Context: an optimization exercise on an open-source flow, tuned for small area. The choices shown serve that exercise and are no tape-out recipe. In this exercise RTL edits were held to simulation tests only and were not proved equivalent to the original. Power is estimated from default activity; no workload was simulated.

## flow/run.sh

```bash
#!/bin/bash
# synth_recipe.tcl (not shown) runs the flow's synth.tcl, then flattens the netlist and writes it again
# the make line also repeats each setting of config.mk as NAME=value (left out here)
make -C /OpenROAD-flow-scripts/flow DESIGN_CONFIG=/design/flow/config.mk WORK_HOME=/design/flow/orfs CLKGATE_MAP_FILE= SYNTH_SCRIPT=/design/flow/synth_recipe.tcl finish
```

## flow/config.mk

```make
export PLATFORM = sky130hd
export DESIGN_NAME = countertest
export DESIGN_NICKNAME = countertest
export VERILOG_FILES = /design/flow/design.v
export SDC_FILE = /design/flow/constraint.sdc
export NUM_CORES = 4
export LEC_CHECK = 0
export ABC_AREA = 1
export CAP_MARGIN = 20
export CORE_MARGIN = 2
export CORE_UTILIZATION = 40
export CTS_BUF_LIST = sky130_fd_sc_hd__clkbuf_4
export CTS_CLUSTER_DIAMETER = 100
export CTS_CLUSTER_SIZE = 30
export SLEW_MARGIN = 20
```

## flow/constraint.sdc

```tcl
create_clock -name core_clock -period 250.0 [get_ports {clk}]
set_input_delay 50.0000 -clock core_clock [delete_from_list [all_inputs] [get_ports {clk}]]
set_output_delay 50.0000 -clock core_clock [all_outputs]
set_load 0.01 [all_outputs]
```

## flow/design.v

```verilog
module radd #(parameter W = 4) (input [W-1:0] a, b, input ci,
                                output [W-1:0] s, output co);
  wire [W:0] c;
  assign c[0] = ci;
  genvar i;
  generate for (i = 0; i < W; i = i + 1) begin : g
    assign s[i] = a[i] ^ b[i] ^ c[i];
    assign c[i+1] = (a[i] & b[i]) | (c[i] & (a[i] ^ b[i]));
  end endgenerate
  assign co = c[W];
endmodule
module bcdadd (input [3:0] x, y, input ci, output [3:0] r, output dc);
  wire [3:0] s;
  wire s4;
  radd #(4) u (x, y, ci, s, s4);
  assign dc = s4 | (s[3] & (s[2] | s[1]));
  assign r = {s[3] ^ (dc & (s[2] | s[1])), s[2] ^ (dc & ~s[1]), s[1] ^ dc, s[0]};
endmodule
module countertest(input clk, original, input [3:0] in, input rstn,
                   input [3:0] operations, output [7:0] y,
                   output [3:0] Anode_Activate);
  function [3:0] nc(input [3:0] v);
    nc = {~(v[3] | v[2] | v[1]), v[2] ^ v[1], v[1], ~v[0]};
  endfunction
  function [3:0] add3(input [3:0] v);
    add3 = (v[3] | (v[2] & (v[1] | v[0]))) ? v + 4'd3 : v;
  endfunction
  reg [3:0] cnt;                        
  wire tick = cnt[3] & cnt[0];
  always @(posedge clk or posedge rstn)
    if (rstn) cnt <= 4'd5;
    else      cnt <= tick ? 4'd0 : cnt + 4'd1;
  reg [1:0] rc;
  always @(posedge clk or posedge rstn)
    if (rstn) rc <= 2'd0;
    else if (tick) rc <= rc + 2'd1;
  reg [3:0] p1, ps, pf;
  reg [3:0] D0, D1, D2, D3;
  always @(posedge clk) if (tick) begin
    p1 <= in;
    ps <= p1;
    pf <= ps;
  end
  wire [3:0] pe = ps & ~pf;
  function [3:0] step(input [3:0] d, input e, input i);
    step = !e ? d : (d[3] & d[0]) ? 4'd0 :
           i ? {d[3] | (d[2] & d[1] & d[0]), d[2] ^ (d[1] & d[0]), d[1] ^ d[0], ~d[0]} : d;
  endfunction
  always @(posedge clk or posedge rstn)
    if (rstn) begin
      D0 <= 4'd0; D1 <= 4'd0; D2 <= 4'd0; D3 <= 4'd0;
    end else if (tick) begin
      D0 <= step(D0, pe[0], in[0]);
      D1 <= step(D1, pe[1], in[1]);
      D2 <= step(D2, pe[2], in[2]);
      D3 <= step(D3, pe[3], in[3]);
    end
  wire [3:0] a = D0, b = D1, c = D2, d = D3;
  wire [1:0] k = rc + 2'd1;             
  wire two = ~|c & (d == 4'd2);         
  wire dz  = ~|c & ~|d;                 
  wire [3:0] u1s; wire u1c;
  radd #(4) ad1 (a, {1'b0, b[3:1]}, 1'b0, u1s, u1c);               
  wire [5:0] m1 = {u1c, u1s, b[0]};                                 
  wire [5:0] m1p; wire m1c;
  radd #(6) ad1c (m1, 6'd0, two, m1p, m1c);
  wire [3:0] N63; wire Nc;
  radd #(4) ad1d (a, {1'b0, m1p[5:3]}, 1'b0, N63, Nc);
  wire [6:0] N = {N63, m1p[2:0]};
  wire [3:0] v1s; wire v1c;
  radd #(4) ad2 (c, {1'b0, d[3:1]}, 1'b0, v1s, v1c);
  wire [5:0] m2 = {v1c, v1s, d[0]};
  wire [3:0] n263; wire n2c;
  radd #(4) ad2d (c, {1'b0, m2[5:3]}, 1'b0, n263, n2c);
  wire [6:0] n2 = {n263, m2[2:0]};
  reg nb, mb;
  always @* case (cnt)
    4'd2: begin nb = N[6]; mb = n2[6]; end
    4'd3: begin nb = N[5]; mb = n2[5]; end
    4'd4: begin nb = N[4]; mb = n2[4]; end
    4'd5: begin nb = N[3]; mb = n2[3]; end
    4'd6: begin nb = N[2]; mb = n2[2]; end
    4'd7: begin nb = N[1]; mb = n2[1]; end
    default: begin nb = N[0]; mb = n2[0]; end
  endcase
  wire first = (cnt == 4'd2);
  reg [3:0] P0, P1, P2, P3;
  wire [3:0] z0 = P0 & {4{~first}}, z1 = P1 & {4{~first}};
  wire [3:0] z2 = P2 & {4{~first}}, z3 = P3 & {4{~first}};
  wire [3:0] h0 = add3(z0), h1 = add3(z1), h2 = add3(z2);
  wire [3:0] d0 = {h0[2:0], 1'b0};
  wire [3:0] d1 = {h1[2:0], h0[3]};
  wire [3:0] d2 = {h2[2:0], h1[3]};
  wire [3:0] d3 = {z3[2:0], h2[3]};
  wire sub = ~operations[0];
  wire neg = {c, d} > {a, b};
  wire [3:0] A0 = tick ? (sub ? nc(d) : d) : d0;
  wire [3:0] A1 = tick ? (sub ? nc(c) : c) : d1;
  wire g = tick | mb;
  wire [3:0] r0, r1;
  wire c1, c2;
  bcdadd ua0 (A0, b & {4{g}}, tick & sub & ~neg, r0, c1);
  bcdadd ua1 (A1, a & {4{g}}, c1, r1, c2);
  wire c3 = c2 & d2[3] & d2[0];
  wire [3:0] r2 = c3 ? 4'd0 : d2 + c2;
  wire [3:0] r3 = d3 + c3;
  always @(posedge clk) begin
    P0 <= r0; P1 <= r1; P2 <= r2; P3 <= r3;
  end
  wire [3:0] s0 = (sub & neg) ? nc(r0) : r0;
  wire [3:0] s1 = (sub & neg) ? nc(r1) : r1;
  reg  [6:0] R;
  reg  [7:0] Q;
  wire [7:0] Tr = {R & {7{~first}}, nb};
  wire [7:0] df;
  wire ge;
  radd #(8) sb (Tr, ~{1'b0, n2}, 1'b1, df, ge);
  wire [7:0] Qo = Q & {8{~first}};
  wire [3:0] qh = add3(Qo[7:4]), ql = add3(Qo[3:0]);
  always @(posedge clk) begin
    R <= ge ? df[6:0] : Tr[6:0];
    Q <= {qh[2:0], ql, ge};
  end
  reg [3:0] T;
  reg       op;
  reg [3:0] nd;
  reg       nop;
  always @* begin
    nop = 1'b1;
    if (original || operations == 4'd0) begin
      nop = 1'b0;
      case (k) 2'd0: nd = a; 2'd1: nd = b; 2'd2: nd = c; default: nd = d; endcase
    end else if (operations[0])
      nd = k == 2'd0 ? 4'd0 : k == 2'd1 ? {3'd0, c2} : k == 2'd2 ? r1 : r0;
    else if (operations[1]) begin
      if (dz) nd = 4'd0;
      else case (k) 2'd0: nd = P3; 2'd1: nd = P2; 2'd2: nd = P1; default: nd = P0; endcase
    end else if (operations[2])
      nd = (dz | ~k[1]) ? 4'd0 : k[0] ? Q[3:0] : Q[7:4];
    else
      nd = k[1] ? (k[0] ? s0 : s1) : 4'd0;
  end
  always @(posedge clk) if (tick) begin
    T  <= nd;
    op <= nop;
  end
  assign Anode_Activate = ~(4'b1000 >> rc);
  wire [3:0] dig = (rc == 2'd0 && neg && operations[3] && !original) ? 4'hf : T;
  reg  [6:0] seg;
  always @* case (dig)
    4'd0: seg = 7'b0000001;  4'd1: seg = 7'b1001111;
    4'd2: seg = 7'b0010010;  4'd3: seg = 7'b0000110;
    4'd4: seg = 7'b1001100;  4'd5: seg = 7'b0100100;
    4'd6: seg = 7'b0100000;  4'd7: seg = 7'b0001111;
    4'd8: seg = 7'b0000000;  4'd9: seg = 7'b0000100;
    4'd15: seg = 7'b1111110;
    default: seg = 7'b1111111;
  endcase
  assign y = {~(rc == 2'd1 && !op), seg};
endmodule
```

==> impl_metrics.json, run 1 <==
{
  "vdd_drop_max_mv": 0.00282,
  "post-route-period-util_pct": 40.9,
  "vias_per_cell": 5.07,
  "routabilityCongestion": 0.881,
  "core_area_um2": 13300,
  "setup_ws_ns": 147.83,
  "p_int_mw": 0.0243,
  "finalNetCount": 814,
  "synthesis.nets": 789,
  "drtPass1Iterations": 7,
  "fin_worst_skew_ns": 0.0194,
  "rrSetupSlack_ns": 241.42,
  "status": "timing/DRC/antenna clean",
  "reg.largest.list": "Q x8, R x7",
  "cts-buffers-inserted": 9,
  "cts_sinks": 70,
  "cts.hold.buffers_added": 0,
  "highest_layer": "met4",
  "pwr-share-comb_pct": 44.6,
  "portBuffers": 22,
  "cp.required_ns": 200.00,
  "min_period_ns": 102.17,
  "areaGrowthSynthToFinish_pct": 9.82,
  "slew_viol_final": 0,
  "overflow": 0,
  "worstRegToRegCells": 38,
  "clk_pin_slew_ns": 0.12,
  "drt-initial-drc-count": 352,
  "yosysWarningCount": 1,
  "slew_headroom_pct": 36.4,
  "ant_nets": 0,
  "die_h_um": 121,
  "rows": 42,
  "max-cap-violations": 0,
  "yosys.cell_count.top_type": "nand2_1",
  "clk_latency_ns": 0.46,
  "avgSynthCellArea_um2": 7.89,
  "track_usage_pct": 19.9,
  "cts_root_buf": "clkbuf_4",
  "hpwl_mm": 10.7,
  "swShare_pct": 41.0,
  "wl_met1_mm": 5.93,
  "syn_inst": 695,
  "synth_edf_count": 17,
  "cts_max_level": 3,
  "wl_met3_um": 722,
  "cts_buffer_depth": 2,
  "synth_cell_types": 50,
  "synth_area_leader_cell": "ha_1",
  "ys_top_cells_by_area": "ha_1 14%, dfxtp_1 11%, nand2_1 9.9%, edfxtp_1 9.3%, dfrtp_1 9.1%",
  "routed_wl_mm": 13.6,
  "first_global_vias": 4595,
  "cts_tree": "yes",
  "drc": 0,
  "hold_start": "p1[2]$_DFFE_PP_",
  "synthArstFlopShare_pct": 31.4,
  "antenna_found_initial": 1,
  "start_kind": "input pin",
  "criticalPathCategory": "in2out",
  "route.met2.wl_mm": 6.74,
  "p_sw_mw": 0.0169,
  "start_util_pct": 41.2,
  "die_x_um": 121,
  "power.leakage_nw": 2.95,
  "hold_viol_final": 0,
  "r2r-end": "T[3]$_DFFE_PP_",
  "synth.top_cells.by_count": "144 x nand2_1, 126 x inv_1, 60 x ha_1",
  "place_ws_ns": 147.84,
  "crit_arrival_ns": 52.17,
  "synth_area_um2": 5480,
  "r2r-start": "D2[1]$_DFFE_PP0P_",
  "hold_path_end": "ps[2]$_DFFE_PP_",
  "tightest_slew_ns": 0.953,
  "rsz0062_at_grt": "false",
  "synth_top_area_share_pct": 13.7,
  "io_pins": 23,
  "cp-startpoint": "original",
  "cp-end-kind": "output pin",
  "synth-main-ff-cell": "dfxtp_1",
  "finalSetupViolCount": 0,
  "layout-drive-gt1-share_pct": 6.62,
  "largest_reg_flops": 8,
  "power_density_nw_per_um2": 6.84,
  "whs_path_depth": 0,
  "vias": 4574,
  "yosysSeqAreaShare_pct": 30.7,
  "grt_max_degree": 28,
  "n_fill_cell": 1320,
  "p_seq_share_pct": 37.6,
  "fin_setup_tns_ns": 0,
  "grt_first_pass_wirelength_mm": 22.4,
  "hp-class": "reg2reg",
  "clockPowerShare_pct": 17.8,
  "clock.fmax_ghz": 0.00979,
  "routedWlPerCell_um": 15.0,
  "cts_setup_buffers": 0,
  "regMostFlops": "Q",
  "post_cts_resized": 0,
  "die_area_um2": 14700,
  "crit_path_max_fanout": 4,
  "synth_seq_cells": 70
}
critical path, cell delays in order:
cell	delay [ns]
clkdlybuf4s50_1	0.44
nor2_1	0.14
nand4_2	0.18
nand2_1	0.20
inv_1	0.12
ha_1	0.32
nor2_1	0.05
o21ai_0	0.16
clkdlybuf4s50_1	0.56
how the worst max path moves through the flow:
stage / slack, ns / to / cells after the start
after floorplan: 148.91 / y[3] / 7
after global placement: 147.90 / y[3] / 9
after detailed placement: 147.84 / y[2] / 10
after CTS: 147.82 / y[3] / 9
after global routing: 147.66 / y[3] / 9
final: 147.83 / y[3] / 9
layout make-up:
cell class	count	area, um2	share of cell area (%)
sequential	70	1680	28.0
clock buffer	9	67.6	1.12
antenna	1	2.50	0.0416
multi-input combinational	480	3230	53.7
clock inverter	7	65.1	1.08
inverter	135	509	8.46
tap	176	220	3.66
timing repair buffer	24	235	3.91
per-layer routing:
metal  track usage [%]  up-vias
li1                  -     2283
met1              24.6     2181
met2              34.4       96
met3              5.17       14
met4              5.31        0
met5                 0        -
logic make-up (layout without fill, tap and decap cells):
logic type / count (synthesis) / count (layout) / synth area share [%]
simple gates: 259 / 259 / 21.0
other cells: 0 / 1 / 0
xor+xnor: 23 / 23 / 3.68
buf+inv: 145 / 175 / 10.3
fa+ha+maj: 83 / 83 / 22.1
compound gates: 115 / 115 / 12.3
flops: 70 / 70 / 30.7
through the flow:
stage	instance area, um2	hold WS, ns	power [mW]	utilization (%)	cells
finish	6020	0.441	0.0412	45.3	902
global route	6020	0.449	0.0454	45.3	902
CTS	6020	0.441	0.0417	45.2	901
detailed placement	5880	0.406	0.0342	44.3	885
global placement	5880	0.403	0.0333	44.3	885
floorplan	5480	0.400	0.0298	-	695
power groups by stage:
stage	Clock, mW	Sequential, mW	Combinational (mW)
after floorplan	0	0.0153	0.0145
after global placement	0	0.0157	0.0176
after detailed placement	0	0.0158	0.0184
after CTS	0.00763	0.0155	0.0185
after global routing	0.00815	0.0158	0.0214
final	0.00733	0.0155	0.0184
cell usage in the layout, fill, tap and decap left out, drive strengths merged, types with 9 or more instances in the layout:
master and count:
nand2 150, inv 134, nor2 62, ha 60, o21ai 49, a21oi 39, dfxtp 31, nand3 23
fa 23, clkdlybuf4s50 22, dfrtp 20, edfxtp 17, xor2 17, nor3 10, clkbuf 9
==> inputs of run 2 (changes only) <==
--- a/flow/config.mk
+++ b/flow/config.mk
@@ -11,5 +11,2 @@
 export CORE_UTILIZATION = 40
-export CTS_BUF_LIST = sky130_fd_sc_hd__clkbuf_4
-export CTS_CLUSTER_DIAMETER = 100
-export CTS_CLUSTER_SIZE = 30
 export SLEW_MARGIN = 20
==> run 2 against run 1 <==
Compared with the run above: routed wire length grew 0.77%; still clean; cell count shrank 0.11%; via count barely moved; core utilization grew 1.2 points; first-iteration DRC count up 11%; cell area up 2.7%; non-clock buffer count did not move; critical path depth unchanged.
==> impl_metrics.json, run 2 <==
{
  "die_area_um2": 14700,
  "hold_viol_final": 0,
  "die_h_um": 121,
  "layout-drive-gt1-share_pct": 6.76,
  "hp-class": "reg2reg",
  "cp.required_ns": 200.00,
  "power_density_nw_per_um2": 7.57,
  "yosysSeqAreaShare_pct": 30.7,
  "synth.top_cells.by_count": "144 x nand2_1, 126 x inv_1, 60 x ha_1",
  "drt-initial-drc-count": 389,
  "syn_inst": 695,
  "synth_seq_cells": 70,
  "slew_headroom_pct": 35.3,
  "drc": 0,
  "cts.hold.buffers_added": 0,
  "start_util_pct": 41.2,
  "synth-main-ff-cell": "dfxtp_1",
  "cp-end-kind": "output pin",
  "layout_common_cells": "144 x nand2_1, 126 x inv_1, 60 x ha_1",
  "criticalPathCategory": "in2out",
  "post-route-period-util_pct": 40.9,
  "yosysWarningCount": 1,
  "grt_first_pass_wirelength_mm": 22.5,
  "start_kind": "input pin",
  "clock.fmax_ghz": 0.00979,
  "pwr-share-comb_pct": 39.2,
  "ys_top_cells_by_area": "ha_1 14%, dfxtp_1 11%, nand2_1 9.9%, edfxtp_1 9.3%, dfrtp_1 9.1%",
  "largest_reg_flops": 8,
  "portBuffers": 22,
  "overflow": 0,
  "crit_path_max_fanout": 4,
  "final_common_cell": "nand2_1",
  "post_cts_resized": 0,
  "regMostFlops": "Q",
  "areaGrowthSynthToFinish_pct": 12.8,
  "tightest_slew_ns": 0.970,
  "grt_max_degree": 28,
  "track_usage_pct": 20.0,
  "finalNetCount": 814,
  "synth_edf_count": 17,
  "power.leakage_nw": 3.03,
  "routabilityCongestion": 0.881,
  "crit_arrival_ns": 52.16,
  "cts_root_buf": "clkbuf_16",
  "cts_buffer_depth": 2,
  "diodes": 0,
  "synthArstFlopShare_pct": 31.4,
  "clk_latency_ns": 0.34,
  "first_global_vias": 4611,
  "hpwl_mm": 10.7,
  "fin_worst_skew_ns": 0.00642,
  "finalSetupViolCount": 0,
  "vias_per_cell": 5.08,
  "cts_setup_buffers": 0,
  "avgSynthCellArea_um2": 7.89,
  "p_int_mw": 0.0293,
  "synth_area_um2": 5480,
  "rows": 42,
  "clockPowerShare_pct": 27.6,
  "synthesis.nets": 789,
  "gr-usage-met1_pct": 24.6,
  "die_x_um": 121,
  "cts_tree": "yes",
  "synth_top_area_share_pct": 13.7,
  "ant_nets": 0,
  "reg.largest.list": "Q x8, R x7",
  "cts-buffers-inserted": 9,
  "antenna_found_initial": 0,
  "fin_setup_tns_ns": 0,
  "io_pins": 23,
  "synth_area_leader_cell": "ha_1",
  "total_power_mw": 0.0468,
  "clk_pin_slew_ns": 0.06,
  "yosys.cell_count.top_type": "nand2_1",
  "synth_cell_types": 50,
  "vdd_drop_max_mv": 0.00452,
  "status": "timing/DRC/antenna clean",
  "core_area_um2": 13300,
  "top_usage_layer": "met2",
  "cts_max_level": 3,
  "p_sw_mw": 0.0175,
  "cts_sinks": 70,
  "vias": 4577,
  "p_seq_share_pct": 33.2,
  "slew_viol_final": 0,
  "grtUsageMet3_pct": 4.04,
  "routed_wl_mm": 13.7,
  "drtPass1Iterations": 6,
  "min_period_ns": 102.16,
  "routedWlPerCell_um": 15.2,
  "swShare_pct": 37.4,
  "rsz0062_at_grt": "false",
  "use_met2_pct": 34.5,
  "max-cap-violations": 0
}
## run 2: cell types whose count changed in the layout (fill, tap and decap cells not counted)
cell | before | now
clkbuf_4 | 9 | 0
clkinv_1 | 4 | 3
clkbuf_16 | 0 | 9
diode_2 | 1 | 0
clkbuf_8 | 0 | 1
## run 2: worst max-delay path: stages
cell and delay (ns):
clkdlybuf4s50_1 0.44, nor2_1 0.14, nand4_2 0.18, nand2_1 0.19, inv_1 0.12, ha_1 0.32
nor2_1 0.05, o21ai_0 0.16, clkdlybuf4s50_1 0.56
## run 2: cell families (layout without fill, tap and decap cells)
group	count (synthesis)	after routing	synth area share, %
buffers and inverters	145	175	10.3
flip-flops	70	70	30.7
adder cells (fa/ha/maj)	83	83	22.1
AO/OA/AOI/OAI	115	115	12.3
XOR/XNOR	23	23	3.68
AND/OR/NAND/NOR	259	259	21.0
## run 2: path summary, 6_finish.rpt
kind / slack [ns] / depth (start not counted) / end / start
setup reg to reg: 241.44 / 38 / T[3]$_DFFE_PP_ / D2[1]$_DFFE_PP0P_
max in group asynchronous: 199.23 / 2 / D1[0]$_DFFE_PP0P_ / rstn
hold / removal: 0.43 / 0 / ps[2]$_DFFE_PP_ / p1[2]$_DFFE_PP_
min in group asynchronous: 50.18 / 2 / D0[1]$_DFFE_PP0P_ / rstn
hold reg to reg: 0.43 / 0 / ps[2]$_DFFE_PP_ / p1[2]$_DFFE_PP_
setup / recovery: 147.84 / 9 / y[3] / original
## run 2: per-layer routing
metal	up-vias	share of wire, %
met3	21	5.1
met2	116	49
met1	2159	44
met4	0	2.1
li1	2281	-
met5	-	0
## run 2: layout make-up
cell class	instances	area, um2
inverters	135	509
clock buffers	10	239
clock inverters	6	61.3
fillers	1308	7110
multi-input cells	480	3230
well taps	176	220
repair buffers	24	235
flip-flops and latches	70	1680
## run 2: power groups by stage
stage               sequential, mW  combinational, mW  clock (mW)
floorplan                   0.0153             0.0145           0
global placement            0.0157             0.0176           0
detailed placement          0.0158             0.0184           0
CTS                         0.0156             0.0185      0.0133
global route                0.0158             0.0214      0.0138
finish                      0.0155             0.0184      0.0129
## run 2: metrics by stage
step	util (%)	cell area, um2	worst slack (ns)	instances	hold WS, ns
after floorplan	-	5480	148.91	695	0.400
final	46.5	6180	147.84	901	0.425
after global routing	46.5	6180	147.66	901	0.436
after global placement	44.3	5880	147.90	885	0.403
after detailed placement	44.3	5880	147.84	885	0.406
after CTS	46.5	6180	147.82	901	0.428
==> inputs of run 3 (changes only) <==
==> flow/flow/run.sh (new file) <==
#!/bin/bash
# Layout flow: the standard ORFS flow (standard.sh) with these changes,
# all made through ORFS variables and a copy of ORFS's synth.tcl:
#  - synthesis maps the combinational logic with flow/area.abc instead of the
#    ORFS ABC script, and leaves adders to ABC (no extract_fa adder cells, no
#    Kogge-Stone carry lookahead); flip-flops are mapped by the same
#    dfflibmap step, so the registers are those of the standard synthesis;
#  - every port still gets a buffer, a buf_1 cell;
#  - CTS builds the clock tree from small clock buffers, without dummy loads.
# Each tool's output goes to a log file in this folder (flow_*.log) and to
# ORFS's own logs under orfs/logs.
set -uo pipefail
W=$(pwd)
F=$W/flow
sed -e "s|^\(\s*\)log_cmd abc {\*}\$abc_args|\1set abc_args [lreplace \$abc_args 1 1 $F/area.abc]; log_cmd abc {*}\$abc_args|" \
    -e 's|"-extra-map $::env(FLOW_HOME)/platforms/common/lcu_kogge_stone.v"|""|' \
    "$FLOW_HOME/scripts/synth.tcl" > "$W/own_orfs_synth.tcl"
grep -q "area.abc" "$W/own_orfs_synth.tcl" || { echo "synth.tcl patch failed"; exit 1; }
sed -e "s|source \$::env(SCRIPTS_DIR)/synth.tcl|source $W/own_orfs_synth.tcl|" \
    "$W/synth_recipe.tcl" > "$W/own_synth.tcl"
grep -q "own_orfs_synth" "$W/own_synth.tcl" || { echo "synth_recipe.tcl patch failed"; exit 1; }
CTS="-sink_clustering_enable -repair_clock_nets -dont_use_dummy_load -root_buf sky130_fd_sc_hd__clkbuf_8 -buf_list sky130_fd_sc_hd__clkbuf_4"
sed -e "s|SYNTH_SCRIPT=[^ ]*|SYNTH_SCRIPT=$W/own_synth.tcl ADDER_MAP_FILE= 'BUFFER_PORTS_ARGS=-buffer_cell sky130_fd_sc_hd__buf_1' 'CTS_ARGS=$CTS'|" \
    "$W/standard.sh" > "$W/own_standard.sh"
grep -q "own_synth.tcl" "$W/own_standard.sh" || { echo "standard.sh patch failed"; exit 1; }
bash "$W/own_standard.sh" finish > "$W/flow_make.log" 2>&1
rc=$?
tail -n 30 "$W/flow_make.log"
exit $rc
==> flow/flow/area.abc (new file) <==
strash
&get -n
&deepsyn -T 20
&dch -f
&nf -a
&put
topo
==> flow/standard.sh (new file) <==
#!/bin/bash
# synth_recipe.tcl (not shown) runs the flow's synth.tcl, then flattens the netlist and writes it again
# the make line also repeats each setting of config.mk as NAME=value (left out here)
make -C /OpenROAD-flow-scripts/flow DESIGN_CONFIG=/design/flow/config.mk WORK_HOME=/design/flow/orfs CLKGATE_MAP_FILE= SYNTH_SCRIPT=/design/flow/synth_recipe.tcl "${@:-finish}"
--- a/flow/config.mk
+++ b/flow/config.mk
@@ -7,3 +7,2 @@
 export LEC_CHECK = 0
-export ABC_AREA = 1
 export CAP_MARGIN = 20
removed: flow/run.sh
==> run 3 against run 2 <==
Compared with the run above: critical path depth fell by 2; first-iteration DRC count is 18% lower; clock-buffer cell count down 1; largest cell class unchanged.
==> impl_metrics.json, run 3 <==
{
  "status": "timing/DRC/antenna clean",
  "post_cts_resized": 0,
  "synth_top_area_share_pct": 13.6,
  "worstRegToRegCells": 21,
  "antenna_found_initial": 0,
  "whs_path_depth": 0,
  "crit_path_max_fanout": 4,
  "synth_seq_cells": 70,
  "swShare_pct": 34.3,
  "clk_pin_slew_ns": 0.06,
  "layout_common_cells": "66 x nand2_1, 64 x nor2_1, 42 x a21oi_1",
  "slew_headroom_pct": 44.5,
  "synth_edf_count": 17,
  "power.leakage_nw": 1.90,
  "rsz0062_at_grt": "false",
  "hp-class": "reg2reg",
  "first_global_vias": 4127,
  "track_usage_pct": 21.0,
  "synth_compound_area_share_pct": 24.1,
  "max-cap-violations": 0,
  "drt-initial-drc-count": 320,
  "final_common_cell": "nand2_1",
  "cp-end-kind": "output pin",
  "n_fill_cell": 1091,
  "crit_top_cell": "buf_1",
  "pwr-share-comb_pct": 25.4,
  "clockPowerShare_pct": 23.2,
  "drc": 0,
  "start_kind": "input pin",
  "critical-path-max-stage-delay_ns": 0.40,
  "p_seq_share_pct": 51.4,
  "synth_cell_types": 59,
  "drtPass1Iterations": 7,
  "rows": 38,
  "largest_reg_flops": 8,
  "routedWlPerCell_um": 17.2,
  "criticalPathCategory": "in2out",
  "synthArstFlopShare_pct": 31.4,
  "synth-main-ff-cell": "dfxtp_1",
  "cts_sinks": 70,
  "cts_buffer_depth": 2,
  "crit_buf_inv": 3,
  "cts.hold.buffers_added": 0,
  "synth.top_cells.by_count": "66 x nand2_1, 64 x nor2_1, 42 x a21oi_1",
  "yosys.area_share.adder_pct": 1.54,
  "core_area_um2": 11000,
  "clk_latency_ns": 0.35,
  "regMostFlops": "Q",
  "vdd_drop_max_mv": 0.00376,
  "cts_root_buf": "clkbuf_8",
  "synth_area_um2": 4550,
  "rrSetupSlack_ns": 243.45,
  "multi_input_area_um2": 2740,
  "total_power_mw": 0.0308,
  "portBuffers": 22,
  "post-route-period-util_pct": 40.5,
  "finalSetupViolCount": 0,
  "start_util_pct": 41.5,
  "synth_top_family_by_area": "compound AO/OA/AOI/OAI gates",
  "grt_max_degree": 23,
  "critPathTopFamily": "simple AND/OR/NAND/NOR gates",
  "yosysWarningCount": 1,
  "synth_area_leader_cell": "dfxtp_1",
  "hold_path_end": "ps[2]$_DFFE_PP_",
  "die_x_um": 111,
  "place_ws_ns": 148.67,
  "syn_inst": 554,
  "grt_first_pass_wirelength_mm": 20.8,
  "layout-drive-gt1-share_pct": 2.21,
  "overflow": 0,
  "synthMuxAreaShare_pct": 0.495,
  "slew_viol_final": 0,
  "hold_viol_final": 0,
  "min_period_ns": 101.37,
  "cts_max_level": 3,
  "clock.fmax_ghz": 0.00987,
  "synthesis.nets": 565,
  "hpwl_mm": 9.30,
  "finalNetCount": 600,
  "ys_top_cells_by_area": "dfxtp_1 14%, edfxtp_1 11%, dfrtp_1 11%, nand2_1 5.4%, nor2_1 5.3%",
  "tightest_slew_ns": 0.827,
  "seqCellArea_um2": 1680,
  "p_int_mw": 0.0202,
  "crit_arrival_ns": 51.37,
  "fin_setup_tns_ns": 0,
  "synth-xor-area-share_pct": 10.3,
  "vias": 4321,
  "routed_wl_mm": 12.5,
  "power_density_nw_per_um2": 6.23,
  "p_sw_mw": 0.0106,
  "routabilityCongestion": 0.919,
  "crit_chain": "buf_1 -> clkinv_1 -> and4_1 -> nor3_1 -> a22oi_1 -> or2_0 -> buf_1",
  "cts_setup_buffers": 0,
  "diodes": 0,
  "hold_start": "p1[2]$_DFFE_PP_",
  "r2r-end": "T[2]$_DFFE_PP_",
  "setup_ws_ns": 148.63,
  "cp.required_ns": 200.00,
  "cts-buffers-inserted": 9,
  "yosys.cell_count.top_type": "nand2_1",
  "cpMaxStageDelayCell": "nor3_1",
  "avgSynthCellArea_um2": 8.22,
  "vias_per_cell": 5.94,
  "r2r-start": "D3[0]$_DFFE_PP0P_",
  "yosysSeqAreaShare_pct": 37.0,
  "die_area_um2": 12300,
  "areaGrowthSynthToFinish_pct": 8.71,
  "reg.largest.list": "Q x8, R x7",
  "io_pins": 23,
  "ant_nets": 0,
  "synth-simple-area-share_pct": 23.6,
  "cts_tree": "yes",
  "fin_worst_skew_ns": 0.0134,
  "die_h_um": 111
}
## run 3: power groups by stage
stage | clock, mW | combinational, mW | sequential (mW)
6_report | 0.00714 | 0.00784 | 0.0159
5_1_grt | 0.00771 | 0.00900 | 0.0162
4_1_cts | 0.00732 | 0.00780 | 0.0158
3_5_place_dp | 0 | 0.00771 | 0.0161
3_3_place_gp | 0 | 0.00753 | 0.0159
2_1_floorplan | 0 | 0.00642 | 0.0153
## run 3: stage by stage
stage / instances / area [um2] / util [%] / hold slack (ns)
floorplan: 554 / 4550 / - / 0.400
global placement: 718 / 4830 / 44.0 / 0.403
detailed placement: 718 / 4830 / 44.0 / 0.407
CTS: 727 / 4950 / 45.1 / 0.424
global route: 727 / 4950 / 45.1 / 0.433
finish: 727 / 4950 / 45.1 / 0.429
## run 3: routing by layer
metal / track usage (%) / share of wire, %
met2: 33.8 / 45
met4: 11.3 / 4.6
met5: 0 / 0
met3: 2.95 / 4.9
met1: 27.2 / 45
## run 3: worst max path at each step
stage | slack, ns | startpoint | end | depth (start not counted)
detailed placement | 148.67 | original | y[2] | 7
floorplan | 149.00 | original | y[2] | 5
global placement | 148.79 | original | y[2] | 7
CTS | 148.67 | original | y[2] | 7
finish | 148.63 | original | y[2] | 7
global route | 148.57 | original | y[2] | 7
## run 3: final cells by class
class	count	share of cell area [%]
tap	140	3.54
inverter	36	2.73
sequential	70	34.0
multi-input combinational	448	55.2
timing repair buffer	24	1.97
clock buffer	9	2.50
## run 3: cell families after synthesis
logic type | Yosys count
mux | 2
compound gates | 165
fa+ha+maj | 7
xor+xnor | 47
flops | 70
simple gates | 227
buf+inv | 36
==> inputs of run 4 (changes only) <==
--- a/flow/design.v
+++ b/flow/design.v
@@ -96,8 +96,11 @@
   wire neg = {c, d} > {a, b};
-  wire [3:0] A0 = tick ? (sub ? nc(d) : d) : d0;
-  wire [3:0] A1 = tick ? (sub ? nc(c) : c) : d1;
-  wire g = tick | mb;
+  wire dm = original | ~|operations;
+  wire az = dm & ~k[1];                 
+  wire bz = dm & k[1];                  
+  wire [3:0] A0 = tick ? ((sub & ~dm ? nc(d) : d) & {4{~az}}) : d0;
+  wire [3:0] A1 = tick ? ((sub & ~dm ? nc(c) : c) & {4{~az}}) : d1;
+  wire g = tick ? ~bz : mb;
   wire [3:0] r0, r1;
   wire c1, c2;
-  bcdadd ua0 (A0, b & {4{g}}, tick & sub & ~neg, r0, c1);
+  bcdadd ua0 (A0, b & {4{g}}, tick & sub & ~dm & ~neg, r0, c1);
   bcdadd ua1 (A1, a & {4{g}}, c1, r1, c2);
@@ -109,4 +112,5 @@
   end
-  wire [3:0] s0 = (sub & neg) ? nc(r0) : r0;
-  wire [3:0] s1 = (sub & neg) ? nc(r1) : r1;
+  wire cn = sub & ~dm & neg;            
+  wire [3:0] s0 = cn ? nc(r0) : r0;
+  wire [3:0] s1 = cn ? nc(r1) : r1;
   reg  [6:0] R;
@@ -129,7 +133,6 @@
     nop = 1'b1;
-    if (original || operations == 4'd0) begin
-      nop = 1'b0;
-      case (k) 2'd0: nd = a; 2'd1: nd = b; 2'd2: nd = c; default: nd = d; endcase
-    end else if (operations[0])
-      nd = k == 2'd0 ? 4'd0 : k == 2'd1 ? {3'd0, c2} : k == 2'd2 ? r1 : r0;
+    if (dm | operations[0] | ~(operations[1] | operations[2])) begin
+      nop = ~dm;
+      nd = (dm | k[1]) ? (k[0] ? s0 : s1) : {3'd0, k[0] & c2 & ~sub};
+    end
     else if (operations[1]) begin
@@ -137,6 +140,4 @@
       else case (k) 2'd0: nd = P3; 2'd1: nd = P2; 2'd2: nd = P1; default: nd = P0; endcase
-    end else if (operations[2])
+    end else
       nd = (dz | ~k[1]) ? 4'd0 : k[0] ? Q[3:0] : Q[7:4];
-    else
-      nd = k[1] ? (k[0] ? s0 : s1) : 4'd0;
   end
--- a/flow/flow/run.sh
+++ b/flow/flow/run.sh
@@ -21,3 +21,3 @@
 grep -q "own_orfs_synth" "$W/own_synth.tcl" || { echo "synth_recipe.tcl patch failed"; exit 1; }
-CTS="-sink_clustering_enable -repair_clock_nets -dont_use_dummy_load -root_buf sky130_fd_sc_hd__clkbuf_8 -buf_list sky130_fd_sc_hd__clkbuf_4"
+CTS="-repair_clock_nets -dont_use_dummy_load -root_buf sky130_fd_sc_hd__clkbuf_16 -buf_list sky130_fd_sc_hd__clkbuf_16"
 sed -e "s|SYNTH_SCRIPT=[^ ]*|SYNTH_SCRIPT=$W/own_synth.tcl ADDER_MAP_FILE= 'BUFFER_PORTS_ARGS=-buffer_cell sky130_fd_sc_hd__buf_1' 'CTS_ARGS=$CTS'|" \
==> run 4 against run 3 <==
Compared with the run above: clock-buffer cell count is the same; global-route usage is 0.52 points lower; clock skew is 0.0023 ns lower; register-to-register slack worse by 0.49 ns.
==> impl_metrics.json, run 4 <==
{
  "layout_common_cells": "73 x nand2_1, 51 x nor2_1, 39 x a21oi_1",
  "track_usage_pct": 20.4,
  "vdd_drop_max_mv": 0.00539,
  "n_fill_cell": 1097,
  "crit_top_cell": "buf_1",
  "clock.fmax_ghz": 0.00989,
  "cts-buffers-inserted": 9,
  "grt_first_pass_wirelength_mm": 18.4,
  "criticalPathCategory": "in2out",
  "drtPass1Iterations": 4,
  "synth_top_area_share_pct": 14.2,
  "post_cts_resized": 0,
  "first_global_vias": 3744,
  "rsz0062_at_grt": "false",
  "synthesis.nets": 532,
  "ant_nets": 0,
  "crit_path_max_fanout": 7,
  "cts_root_buf": "clkbuf_16",
  "total_power_mw": 0.0375,
  "cts_tree": "yes",
  "start_kind": "input pin",
  "clk_pin_slew_ns": 0.05,
  "die_x_um": 109,
  "die_h_um": 109,
  "synth_area_um2": 4380,
  "synth_edf_count": 17,
  "vias": 4031,
  "slew_viol_final": 0,
  "final_common_cell": "nand2_1",
  "hpwl_mm": 8.38,
  "cts_setup_buffers": 0,
  "hold_viol_final": 0,
  "cts.hold.buffers_added": 0,
  "post-route-period-util_pct": 40.4,
  "cts_buffer_depth": 2,
  "routabilityCongestion": 0.878,
  "portBuffers": 22,
  "fin_worst_skew_ns": 0.0111,
  "diodes": 0,
  "status": "timing/DRC/antenna clean",
  "routed_wl_mm": 11.2,
  "hp-class": "reg2reg",
  "min_period_ns": 101.10,
  "max-cap-violations": 0,
  "grt_max_degree": 27,
  "regMostFlops": "Q",
  "synth_seq_cells": 70,
  "clk_latency_ns": 0.34,
  "reg.largest.list": "Q x8, R x7",
  "synth.top_cells.by_count": "73 x nand2_1, 51 x nor2_1, 39 x a21oi_1",
  "areaGrowthSynthToFinish_pct": 11.4,
  "cp-end-kind": "output pin",
  "io_pins": 23,
  "avgSynthCellArea_um2": 8.41,
  "overflow": 0,
  "finalSetupViolCount": 0,
  "yosysWarningCount": 1,
  "vias_per_cell": 5.81,
  "rows": 38,
  "synth_area_leader_cell": "dfxtp_1",
  "critical-path-max-stage-delay_ns": 0.32,
  "largest_reg_flops": 8,
  "power.leakage_nw": 1.86,
  "drt-initial-drc-count": 275,
  "layout-drive-gt1-share_pct": 2.71,
  "syn_inst": 521,
  "crit_chain": "buf_1 -> nor3_1 -> a21oi_1 -> o31ai_1 -> nand2b_1 -> buf_1",
  "tightest_slew_ns": 0.878,
  "cpMaxStageDelayCell": "a21oi_1",
  "yosysSeqAreaShare_pct": 38.5,
  "cp.required_ns": 200.00,
  "slew_headroom_pct": 41.1,
  "synthArstFlopShare_pct": 31.4,
  "antenna_found_initial": 0,
  "cts_sinks": 70,
  "finalNetCount": 567,
  "synth_cell_types": 60,
  "drc": 0,
  "yosys.cell_count.top_type": "nand2_1",
  "ys_top_cells_by_area": "dfxtp_1 14%, edfxtp_1 12%, dfrtp_1 11%, nand2_1 6.3%, a21oi_1 4.5%",
  "die_area_um2": 11800,
  "core_area_um2": 10700,
  "cts_max_level": 3,
  "synth-main-ff-cell": "dfxtp_1",
  "fin_setup_tns_ns": 0,
  "crit_arrival_ns": 51.10,
  "routedWlPerCell_um": 16.1,
  "power_density_nw_per_um2": 7.69,
  "start_util_pct": 40.8
}
## run 4: kinds of logic after synthesis
group / share of synthesized area [%]
XOR/XNOR: 8.57
adder cells (fa/ha/maj): 1.83
flip-flops: 38.5
AND/OR/NAND/NOR: 23.9
buffers and inverters: 2.06
multiplexers: 1.71
AO/OA/AOI/OAI: 23.5
## run 4: layout make-up
cell class	count	area, um2	share of cell area, %
well taps	140	175	3.59
inverters	24	90.1	1.85
multi-input cells	427	2610	53.4
flip-flops and latches	70	1680	34.5
clock buffers	9	225	4.62
repair buffers	24	97.6	2.00
## run 4: stage by stage
stage	cells	util (%)	setup slack [ns]	hold slack, ns	cell area [um2]
finish	694	45.4	148.90	0.412	4880
global route	694	45.4	148.76	0.414	4880
CTS	694	45.4	148.92	0.413	4880
detailed placement	685	43.3	148.92	0.407	4650
global placement	685	43.3	149.01	0.401	4650
floorplan	521	-	149.24	0.400	4380
## run 4: path summary, 6_finish.rpt
check | end | slack (ns) | depth (start not counted) | startpoint
max | y[3] | 148.90 | 6 | original
min | ps[3]$_DFFE_PP_ | 0.41 | 0 | p1[3]$_DFFE_PP_
max reg2reg | P3[3]$_DFF_P_ | 242.96 | 21 | D3[1]$_DFFE_PP0P_
min reg2reg | ps[3]$_DFFE_PP_ | 0.41 | 0 | p1[3]$_DFFE_PP_
max in group asynchronous | D2[3]$_DFFE_PP0P_ | 199.87 | 2 | rstn
min in group asynchronous | D0[3]$_DFFE_PP0P_ | 49.71 | 2 | rstn
## run 4: layer usage
metal | up-vias | wire (um) | GRT usage, %
met3 | 13 | 530 | 5.38
li1 | 1986 | - | -
met1 | 1920 | 5130 | 25.4
met2 | 112 | 5330 | 34.4
met5 | - | 0 | 0
met4 | 0 | 172 | 7.05
## run 4: where the power goes
part	total, mW	internal, mW	switching (mW)
logic	0.0104	0.00466	0.00579
registers	0.0166	0.0140	0.00259
clock network	0.0105	0.00629	0.00423
## run 4: worst max-delay path: cells and delay by family
family | cells | cell delay (ns)
buf+inv | 2 | 0.35
compound gates | 2 | 0.46
simple gates | 2 | 0.28
==> inputs of run 5 (changes only) <==
--- a/flow/flow/run.sh
+++ b/flow/flow/run.sh
@@ -21,3 +21,3 @@
 grep -q "own_orfs_synth" "$W/own_synth.tcl" || { echo "synth_recipe.tcl patch failed"; exit 1; }
-CTS="-repair_clock_nets -dont_use_dummy_load -root_buf sky130_fd_sc_hd__clkbuf_16 -buf_list sky130_fd_sc_hd__clkbuf_16"
+CTS="-sink_clustering_enable -sink_clustering_size 40 -sink_clustering_max_diameter 200 -repair_clock_nets -dont_use_dummy_load -root_buf sky130_fd_sc_hd__clkbuf_8 -buf_list sky130_fd_sc_hd__clkbuf_8"
 sed -e "s|SYNTH_SCRIPT=[^ ]*|SYNTH_SCRIPT=$W/own_synth.tcl ADDER_MAP_FILE= 'BUFFER_PORTS_ARGS=-buffer_cell sky130_fd_sc_hd__buf_1' 'CTS_ARGS=$CTS'|" \
==> run 5 against run 4 <==
Compared with the run above: largest power group unchanged; clock skew is 0.0069 ns higher; clock-buffer cell count stayed put; non-clock buffer count stayed put; clock power is 34% lower.
==> impl_metrics.json, run 5 <==
{
  "yosysWarningCount": 1,
  "rows": 38,
  "synth_top_area_share_pct": 14.2,
  "synth_area_um2": 4380,
  "start_kind": "input pin",
  "reg.largest.list": "Q x8, R x7",
  "io_pins": 23,
  "power.leakage_nw": 1.81,
  "fin_setup_tns_ns": 0,
  "synth-main-ff-cell": "dfxtp_1",
  "drtPass1Iterations": 6,
  "track_usage_pct": 20.4,
  "first_global_vias": 3751,
  "vias": 4038,
  "use_met2_pct": 34.4,
  "diodes": 0,
  "hp-class": "reg2reg",
  "n_fill_cell": 1104,
  "cts_max_level": 3,
  "grt_max_degree": 27,
  "grtUsageMet3_pct": 5.56,
  "crit_end": "y[3]",
  "hold_viol_final": 0,
  "crit_path_max_fanout": 7,
  "dp_cells": 685,
  "swShare_pct": 35.9,
  "cpMaxStageDelayCell": "a21oi_1",
  "final_util_pct": 44.4,
  "cts_root_buf": "clkbuf_8",
  "cts_setup_buffers": 0,
  "grt_first_pass_wirelength_mm": 18.4,
  "r2r-end": "P3[3]$_DFF_P_",
  "vdd_drop_max_mv": 0.00478,
  "portBuffers": 22,
  "min_period_ns": 101.08,
  "die_h_um": 109,
  "status": "timing/DRC/antenna clean",
  "clockPowerShare_pct": 20.5,
  "layout-drive-gt1-share_pct": 2.71,
  "synth_cell_types": 60,
  "cp-end-kind": "output pin",
  "regMostFlops": "Q",
  "die_x_um": 109,
  "cts_sinks": 70,
  "post_cts_resized": 0,
  "antenna_found_initial": 0,
  "p_int_mw": 0.0218,
  "slew_headroom_pct": 40.6,
  "final_common_cell": "nand2_1",
  "cp.required_ns": 200.00,
  "die_area_um2": 11800,
  "fin_worst_skew_ns": 0.0181,
  "cp-startpoint": "original",
  "crit_arrival_ns": 51.08,
  "power_density_nw_per_um2": 7.12,
  "worstRegToRegCells": 21,
  "overflow": 0,
  "synth_edf_count": 17,
  "core_area_um2": 10700,
  "layout_common_cells": "73 x nand2_1, 51 x nor2_1, 39 x a21oi_1",
  "areaGrowthSynthToFinish_pct": 9.06,
  "post-route-period-util_pct": 40.4,
  "synthesis.nets": 532,
  "total_power_mw": 0.0340,
  "avgSynthCellArea_um2": 8.41,
  "ys_top_cells_by_area": "dfxtp_1 14%, edfxtp_1 12%, dfrtp_1 11%, nand2_1 6.3%, a21oi_1 4.5%",
  "rsz0062_at_grt": "false",
  "finalNetCount": 567,
  "top_usage_layer": "met2",
  "synth_area_leader_cell": "dfxtp_1",
  "instances_no_fill": 694,
  "cts_tree": "yes",
  "drt-initial-drc-count": 290,
  "synth_seq_cells": 70,
  "hpwl_mm": 8.38,
  "criticalPathCategory": "in2out",
  "syn_inst": 521,
  "max-cap-violations": 0,
  "p_sw_mw": 0.0122,
  "r2r-start": "D3[1]$_DFFE_PP0P_",
  "critical-path-max-stage-delay_ns": 0.32,
  "routabilityCongestion": 0.878,
  "routed_wl_mm": 11.2,
  "ant_nets": 0,
  "cts.hold.buffers_added": 0,
  "crit_top_cell": "buf_1",
  "crit_cells": 6,
  "gr-usage-met1_pct": 25.5,
  "clock.fmax_ghz": 0.00989,
  "slew_viol_final": 0,
  "hold_slack_ns": 0.412,
  "pwr-share-comb_pct": 30.8,
  "largest_reg_flops": 8,
  "p_seq_share_pct": 48.7,
  "tightest_slew_ns": 0.885,
  "clk_pin_slew_ns": 0.07,
  "clk_latency_ns": 0.36,
  "cts-buffers-inserted": 9,
  "crit_buf_inv": 2,
  "cts_buffer_depth": 2,
  "vias_per_cell": 5.82,
  "rrSetupSlack_ns": 242.99,
  "critPathTopFamily": "compound AO/OA/AOI/OAI gates",
  "yosysSeqAreaShare_pct": 38.5,
  "synthArstFlopShare_pct": 31.4,
  "synth.top_cells.by_count": "73 x nand2_1, 51 x nor2_1, 39 x a21oi_1",
  "routedWlPerCell_um": 16.1,
  "drc": 0,
  "crit_chain": "buf_1 -> nor3_1 -> a21oi_1 -> o31ai_1 -> nand2b_1 -> buf_1",
  "start_util_pct": 40.8,
  "yosys.cell_count.top_type": "nand2_1",
  "finalSetupViolCount": 0
}
[run 5: changes by cell type in the layout (fill, tap and decap cells not counted)]
| cell | before | now |
|---|---|---|
| clkbuf_16 | 9 | 0 |
| clkbuf_8 | 0 | 9 |
[run 5: cells by family (layout without fill, tap and decap cells)]
| kind of cell | count (synthesis) | in the layout | synth area share [%] |
|---|---|---|---|
| simple gates | 219 | 219 | 23.9 |
| buf+inv | 24 | 57 | 2.06 |
| mux | 5 | 5 | 1.71 |
| flops | 70 | 70 | 38.5 |
| fa+ha+maj | 8 | 8 | 1.83 |
| xor+xnor | 38 | 38 | 8.57 |
| compound gates | 157 | 157 | 23.5 |
[run 5: worst min-delay path by stage]
stage | slack [ns] | cells after the start | end | startpoint
after floorplan | 0.40 | 0 | ps[0]$_DFFE_PP_ | p1[0]$_DFFE_PP_
after global placement | 0.40 | 0 | ps[3]$_DFFE_PP_ | p1[3]$_DFFE_PP_
after detailed placement | 0.41 | 0 | ps[3]$_DFFE_PP_ | p1[3]$_DFFE_PP_
after CTS | 0.41 | 0 | ps[3]$_DFFE_PP_ | p1[3]$_DFFE_PP_
after global routing | 0.41 | 0 | ps[3]$_DFFE_PP_ | p1[3]$_DFFE_PP_
final | 0.41 | 0 | ps[3]$_DFFE_PP_ | p1[3]$_DFFE_PP_
[run 5: final cells by class]
| class | instances | area, um2 | share of cell area [%] |
|---|---|---|---|
| flip-flops and latches | 70 | 1680 | 35.3 |
| repair buffers | 24 | 97.6 | 2.04 |
| clock buffers | 9 | 124 | 2.59 |
| multi-input cells | 427 | 2610 | 54.5 |
| well taps | 140 | 175 | 3.67 |
| inverters | 24 | 90.1 | 1.89 |
[run 5: power groups by stage]
stage / combinational (mW) / clock [mW] / sequential, mW
6_report: 0.0105 / 0.00698 / 0.0165
5_1_grt: 0.0118 / 0.00766 / 0.0169
4_1_cts: 0.0104 / 0.00727 / 0.0165
3_5_place_dp: 0.0103 / 0 / 0.0167
3_3_place_gp: 0.00993 / 0 / 0.0167
2_1_floorplan: 0.00850 / 0 / 0.0158
[run 5: worst register-to-register path, cell delays in order (launching register included)]
cell	delay (ns)
dfrtp_1	0.68
clkinv_1	0.27
a211oi_1	0.38
nand2_1	0.15
o211a_1	0.17
or2_0	0.28
a31o_1	0.24
o21ai_0	0.47
a31oi_1	0.19
o21ai_0	0.33
maj3_1	0.27
maj3_1	0.21
or2_0	0.20
o21ai_0	0.19
maj3_1	0.42
maj3_1	0.36
xor3_1	0.43
a21oi_1	0.25
o22ai_1	0.25
nor4b_1	0.74
nand4_1	0.23
xor2_1	0.20
[run 5: metrics by stage]
stage	setup WS, ns	instance area [um2]
3_5_place_dp	148.92	4650
5_1_grt	148.76	4780
6_report	148.92	4780
4_1_cts	148.92	4780
3_3_place_gp	149.01	4650
2_1_floorplan	149.24	4380
[run 5: routing by layer]
metal	part of all wire, %	up-vias
met5	0	-
met1	46	1903
met3	4.9	19
met4	1.6	0
li1	-	1987
met2	48	129
==> inputs of run 6 (changes only) <==
--- a/flow/flow/run.sh
+++ b/flow/flow/run.sh
@@ -21,3 +21,3 @@
 grep -q "own_orfs_synth" "$W/own_synth.tcl" || { echo "synth_recipe.tcl patch failed"; exit 1; }
-CTS="-sink_clustering_enable -sink_clustering_size 40 -sink_clustering_max_diameter 200 -repair_clock_nets -dont_use_dummy_load -root_buf sky130_fd_sc_hd__clkbuf_8 -buf_list sky130_fd_sc_hd__clkbuf_8"
+CTS="-sink_clustering_enable -repair_clock_nets -dont_use_dummy_load -root_buf sky130_fd_sc_hd__clkbuf_4 -buf_list sky130_fd_sc_hd__clkbuf_4"
 sed -e "s|SYNTH_SCRIPT=[^ ]*|SYNTH_SCRIPT=$W/own_synth.tcl ADDER_MAP_FILE= 'BUFFER_PORTS_ARGS=-buffer_cell sky130_fd_sc_hd__buf_1' 'CTS_ARGS=$CTS'|" \
==> run 6 against run 5 <==
Compared with the run above: largest power group unchanged; still clean; area after synthesis is the same; setup slack lost 0.018 ns; cell area shrank 1.2%.
==> impl_metrics.json, run 6 <==
{
  "cts_buffer_depth": 2,
  "synth-xor-area-share_pct": 8.57,
  "cts_tree": "yes",
  "synth_cell_types": 60,
  "avgSynthCellArea_um2": 8.41,
  "yosys.cell_count.top_type": "nand2_1",
  "criticalPathCategory": "in2out",
  "ant_nets": 0,
  "slew_viol_final": 0,
  "track_usage_pct": 20.3,
  "drc": 0,
  "tightest_slew_ns": 0.893,
  "synthArstFlopShare_pct": 31.4,
  "hpwl_mm": 8.38,
  "synthesis.nets": 532,
  "grt_first_pass_wirelength_mm": 18.4,
  "synthMuxAreaShare_pct": 1.71,
  "antenna_found_initial": 0,
  "synth_compound_area_share_pct": 23.5,
  "synth-simple-area-share_pct": 23.9,
  "die_h_um": 109,
  "clk_latency_ns": 0.43,
  "synth_top_area_share_pct": 14.2,
  "wl_met1_mm": 5.19,
  "hold_slack_ns": 0.413,
  "routabilityCongestion": 0.878,
  "overflow": 0,
  "largest_reg_flops": 8,
  "power_density_nw_per_um2": 6.82,
  "drt-initial-drc-count": 277,
  "start_kind": "input pin",
  "route.met2.wl_mm": 5.31,
  "die_area_um2": 11800,
  "diodes": 0,
  "cp.required_ns": 200.00,
  "hp-class": "reg2reg",
  "core_area_um2": 10700,
  "rsz0062_at_grt": "false",
  "synth_top_family_by_area": "simple AND/OR/NAND/NOR gates",
  "rows": 38,
  "wl_met3_um": 479,
  "slew_headroom_pct": 40.1,
  "post-route-period-util_pct": 40.4,
  "crit_path_max_fanout": 7,
  "routed_wl_mm": 11.1,
  "yosysSeqAreaShare_pct": 38.5,
  "regMostFlops": "Q",
  "min_period_ns": 101.10,
  "cts-buffers-inserted": 9,
  "ys_top_cells_by_area": "dfxtp_1 14%, edfxtp_1 12%, dfrtp_1 11%, nand2_1 6.3%, a21oi_1 4.5%",
  "synth_edf_count": 17,
  "cts_max_level": 3,
  "syn_inst": 521,
  "layout-drive-gt1-share_pct": 2.71,
  "cts_setup_buffers": 0,
  "finalSetupViolCount": 0,
  "cts.hold.buffers_added": 0,
  "clock.fmax_ghz": 0.00989,
  "fin_setup_tns_ns": 0,
  "routedWlPerCell_um": 16.1,
  "synth_seq_cells": 70,
  "synth-main-ff-cell": "dfxtp_1",
  "place_area_um2": 4650,
  "yosysWarningCount": 1,
  "start_util_pct": 40.8,
  "cts_root_buf": "clkbuf_4",
  "portBuffers": 22,
  "status": "timing/DRC/antenna clean",
  "cp-end-kind": "output pin",
  "hold_viol_final": 0,
  "highest_layer": "met4",
  "first_global_vias": 3766,
  "final_common_cell": "nand2_1",
  "fin_worst_skew_ns": 0.0269,
  "grt_max_degree": 27,
  "drtPass1Iterations": 5,
  "yosys.area_share.adder_pct": 1.83,
  "synth.top_cells.by_count": "73 x nand2_1, 51 x nor2_1, 39 x a21oi_1",
  "vdd_drop_max_mv": 0.00438,
  "reg.largest.list": "Q x8, R x7",
  "finalNetCount": 567,
  "post_cts_resized": 0,
  "crit_arrival_ns": 51.10,
  "power.leakage_nw": 1.79,
  "vias_per_cell": 5.78,
  "vias": 4014,
  "synth_area_um2": 4380,
  "max-cap-violations": 0,
  "areaGrowthSynthToFinish_pct": 7.77,
  "layout_common_cells": "73 x nand2_1, 51 x nor2_1, 39 x a21oi_1",
  "synth_area_leader_cell": "dfxtp_1",
  "fin_area_um2": 4720,
  "clk_pin_slew_ns": 0.10,
  "io_pins": 23,
  "cts_sinks": 70,
  "die_x_um": 109
}
run 6: cell count changes in the layout (fill, tap and decap cells not counted):
cell,change
clkbuf_8,-9
clkbuf_4,+9
run 6: path summary, 6_finish.rpt:
path	startpoint	endpoint	slack, ns	cells after the start
min in group asynchronous	rstn	rc[0]$_DFFE_PP0P_	49.61	2
hold reg to reg	p1[3]$_DFFE_PP_	ps[3]$_DFFE_PP_	0.41	0
setup reg to reg	D3[1]$_DFFE_PP0P_	P3[3]$_DFF_P_	242.99	21
hold / removal	p1[3]$_DFFE_PP_	ps[3]$_DFFE_PP_	0.41	0
max in group asynchronous	rstn	D2[3]$_DFFE_PP0P_	199.95	2
setup / recovery	original	y[3]	148.90	6
run 6: cell type report:
cell class / instances / area [um2]
well taps: 140 / 175
repair buffers: 24 / 97.6
fillers: 1112 / 6030
clock buffers: 9 / 67.6
inverters: 24 / 90.1
multi-input cells: 427 / 2610
flip-flops and latches: 70 / 1680
run 6: through the flow:
stage	total power [mW]	util [%]	worst slack, ns	cells
after global placement	0.0266	43.3	149.01	685
after CTS	0.0324	43.9	148.92	694
after global routing	0.0346	43.9	148.76	694
after floorplan	0.0243	-	149.24	521
final	0.0322	43.9	148.90	694
after detailed placement	0.0270	43.3	148.92	685
run 6: critical path, cell delays in order:
cell	delay, ns
buf_1	0.23
nor3_1	0.12
a21oi_1	0.32
o31ai_1	0.14
nand2b_1	0.16
buf_1	0.12
run 6: report_power, final:
part | internal, mW | total [mW] | switching (mW)
clock | 0.00167 | 0.00517 | 0.00350
combinational | 0.00466 | 0.0105 | 0.00582
sequential | 0.0139 | 0.0165 | 0.00261
total | 0.0203 | 0.0322 | 0.0119
run 6: kinds of logic after synthesis:
group / Yosys count
and+or+nand+nor: 219
AOI/OAI and AO/OA: 157
DFF: 70
xor gates and xnor gates: 38
buffers and inverters: 24
adders and majority gates: 8
muxes: 5
run 6: metal layers:
metal	track usage, %	vias up
met3	5.14	21
met4	5.95	0
met5	0	-
met1	25.6	1910
met2	34.3	96
li1	-	1987
==> inputs of run 7 (changes only) <==
--- a/flow/config.mk
+++ b/flow/config.mk
@@ -9,3 +9,4 @@
 export CORE_MARGIN = 2
-export CORE_UTILIZATION = 40
+export CORE_UTILIZATION = 70
+export GPL_TIMING_DRIVEN = 0
 export SLEW_MARGIN = 20
==> run 7 against run 6 <==
Compared with the run above: critical path type unchanged; critical path depth unchanged; area after synthesis unchanged; non-clock buffer count down 2; combinational power about the same; largest power group unchanged.
==> impl_metrics.json, run 7 <==
{
  "status": "timing/DRC/antenna clean",
  "drt-initial-drc-count": 328,
  "cts_max_level": 3,
  "min_period_ns": 101.12,
  "power.leakage_nw": 1.78,
  "start_util_pct": 73.1,
  "synth_edf_count": 17,
  "routabilityCongestion": 1.01,
  "cts-buffers-inserted": 9,
  "synth_cell_types": 60,
  "cts.hold.buffers_added": 0,
  "synth_area_um2": 4380,
  "cts_tree": "yes",
  "routed_wl_mm": 10.6,
  "largest_reg_flops": 8,
  "rsz0062_at_grt": "false",
  "cp-end-kind": "output pin",
  "clock.fmax_ghz": 0.00989,
  "grt_max_degree": 28,
  "clk_pin_slew_ns": 0.10,
  "yosysSeqAreaShare_pct": 38.5,
  "layout_common_cells": "73 x nand2_1, 51 x nor2_1, 39 x a21oi_1",
  "track_usage_pct": 31.7,
  "synthArstFlopShare_pct": 31.4,
  "vdd_drop_max_mv": 0.00683,
  "final_common_cell": "nand2_1",
  "yosys.cell_count.top_type": "nand2_1",
  "synthesis.nets": 532,
  "antenna_found_initial": 0,
  "synth.top_cells.by_count": "73 x nand2_1, 51 x nor2_1, 39 x a21oi_1",
  "post_cts_resized": 0,
  "syn_inst": 521,
  "crit_arrival_ns": 51.12,
  "ys_top_cells_by_area": "dfxtp_1 14%, edfxtp_1 12%, dfrtp_1 11%, nand2_1 6.3%, a21oi_1 4.5%",
  "start_kind": "input pin",
  "cts_root_buf": "clkbuf_4",
  "hold_viol_final": 0,
  "cts_buffer_depth": 2,
  "cts_sinks": 70,
  "synth_top_area_share_pct": 14.2,
  "slew_viol_final": 0,
  "regMostFlops": "Q",
  "fin_setup_tns_ns": 0,
  "io_pins": 23,
  "hold_start": "p1[0]$_DFFE_PP_",
  "cp.required_ns": 200.00,
  "areaGrowthSynthToFinish_pct": 5.57,
  "first_global_vias": 3933,
  "ant_nets": 0,
  "max-cap-violations": 0,
  "finalNetCount": 565,
  "rrSetupSlack_ns": 243.12,
  "avgSynthCellArea_um2": 8.41,
  "drc": 0,
  "drtPass1Iterations": 7,
  "criticalPathCategory": "in2out",
  "tightest_slew_ns": 0.995,
  "synth-main-ff-cell": "dfxtp_1",
  "r2r-start": "D3[1]$_DFFE_PP0P_",
  "fin_area_um2": 4620,
  "cp-startpoint": "original",
  "layout-drive-gt1-share_pct": 2.36,
  "core_area_um2": 5990,
  "finalSetupViolCount": 0,
  "cts_setup_buffers": 0,
  "rows": 28,
  "r2r-end": "P3[3]$_DFF_P_",
  "clk_latency_ns": 0.43,
  "die_h_um": 83.1,
  "hpwl_mm": 7.83,
  "reg.largest.list": "Q x8, R x7",
  "die_area_um2": 6900,
  "grt_first_pass_wirelength_mm": 17.8,
  "crit_path_max_fanout": 7,
  "synth_area_leader_cell": "dfxtp_1",
  "power_density_nw_per_um2": 6.93,
  "worstRegToRegCells": 21,
  "slew_headroom_pct": 33.3,
  "hold_path_end": "ps[0]$_DFFE_PP_",
  "fin_worst_skew_ns": 0.0257,
  "post-route-period-util_pct": 40.4,
  "overflow": 0,
  "diodes": 0,
  "whs_path_depth": 0,
  "routedWlPerCell_um": 16.9,
  "portBuffers": 22,
  "yosysWarningCount": 1,
  "hp-class": "reg2reg",
  "vias": 4119,
  "die_x_um": 83.1,
  "synth_seq_cells": 70,
  "vias_per_cell": 6.57,
  "place_area_um2": 4560
}
## run 7: cell count changes in the layout (fill, tap and decap cells not counted)
cell,delta
buf_4,-2
## run 7: metal layers
layer	up-vias	GRT usage [%]	wire [um]
met2	184	52.9	5090
met5	-	0	0
met3	32	5.67	751
met1	1914	39.7	4400
li1	1989	-	-
met4	0	15.9	336
## run 7: worst max path at each step
stage	to	slack, ns	depth (start not counted)
2_1_floorplan	y[3]	149.24	5
3_3_place_gp	y[3]	148.98	6
3_5_place_dp	y[3]	148.87	6
4_1_cts	y[3]	148.87	6
5_1_grt	y[3]	148.73	6
6_report	y[3]	148.88	6
## run 7: final cells by class
type	count	area [um2]
multi-input cells	427	2610
flip-flops and latches	70	1680
inverters	24	90.1
well taps	75	93.8
repair buffers	22	82.6
fillers	440	1370
clock buffers	9	67.6
## run 7: power by group
part,internal (mW),switching (mW)
combinational,0.00466,0.00584
clock,0.00167,0.00351
sequential,0.0139,0.00243
## run 7: cell families after synthesis
| kind of cell | Yosys count | synth area share [%] |
|---|---|---|
| xor+xnor | 38 | 8.57 |
| mux | 5 | 1.71 |
| fa+ha+maj | 8 | 1.83 |
| compound gates | 157 | 23.5 |
| flops | 70 | 38.5 |
| simple gates | 219 | 23.9 |
| buf+inv | 24 | 2.06 |
## run 7: stage by stage
step | total power, mW | util, % | instances | worst slack (ns) | hold WS, ns
2_1_floorplan | 0.0243 | - | 521 | 149.24 | 0.400
3_3_place_gp | 0.0262 | 76.0 | 618 | 148.98 | 0.404
3_5_place_dp | 0.0268 | 76.0 | 618 | 148.87 | 0.415
4_1_cts | 0.0318 | 77.2 | 627 | 148.87 | 0.433
5_1_grt | 0.0343 | 77.2 | 627 | 148.73 | 0.453
6_report | 0.0320 | 77.2 | 627 | 148.88 | 0.430
## run 7: worst max-delay path, stage by stage
cell and delay [ns]:
buf_1 0.23, nor3_1 0.13, a21oi_1 0.32, o31ai_1 0.16, nand2b_1 0.16, buf_1 0.12

afterwards: timing with drivers on the ports:
The flow's constraints put no driver on any port. The routed layouts listed below were extracted and timed again, unchanged, in two steps. Step 1: set_driving_cell puts a clkbuf_16 on clk and a buf_2 on each other input, an assumption about the parent block. Step 2, shift: input delay + t, output delay - t, t = (earliest + latest rising clock arrival at the registers) / 2. This alone moves slack from input paths to output paths. a / b / c = no drivers / after step 1 / after step 2; a / b = the first two.
run	t, ns	slack for setup (ns)	latest minus earliest clock arrival (ns)
run 1	0.485	147.833 / 147.804 / 147.804	0.019 / 0.019
run 2	0.379	147.835 / 147.805 / 147.805	0.006 / 0.007
run 3	0.380	148.634 / 148.607 / 148.607	0.016 / 0.016
run 4	0.373	148.896 / 148.872 / 148.872	0.012 / 0.012
run 5	0.381	148.918 / 148.894 / 148.894	0.019 / 0.019
run 6	0.449	148.900 / 148.876 / 148.876	0.027 / 0.028
run 7	0.448	148.884 / 148.863 / 148.863	0.025 / 0.025
After both steps every run listed still meets setup and hold. For run 2, which loses most, drivers alone change the setup slack by -0.030 ns; drivers and shift together by -0.030 ns.
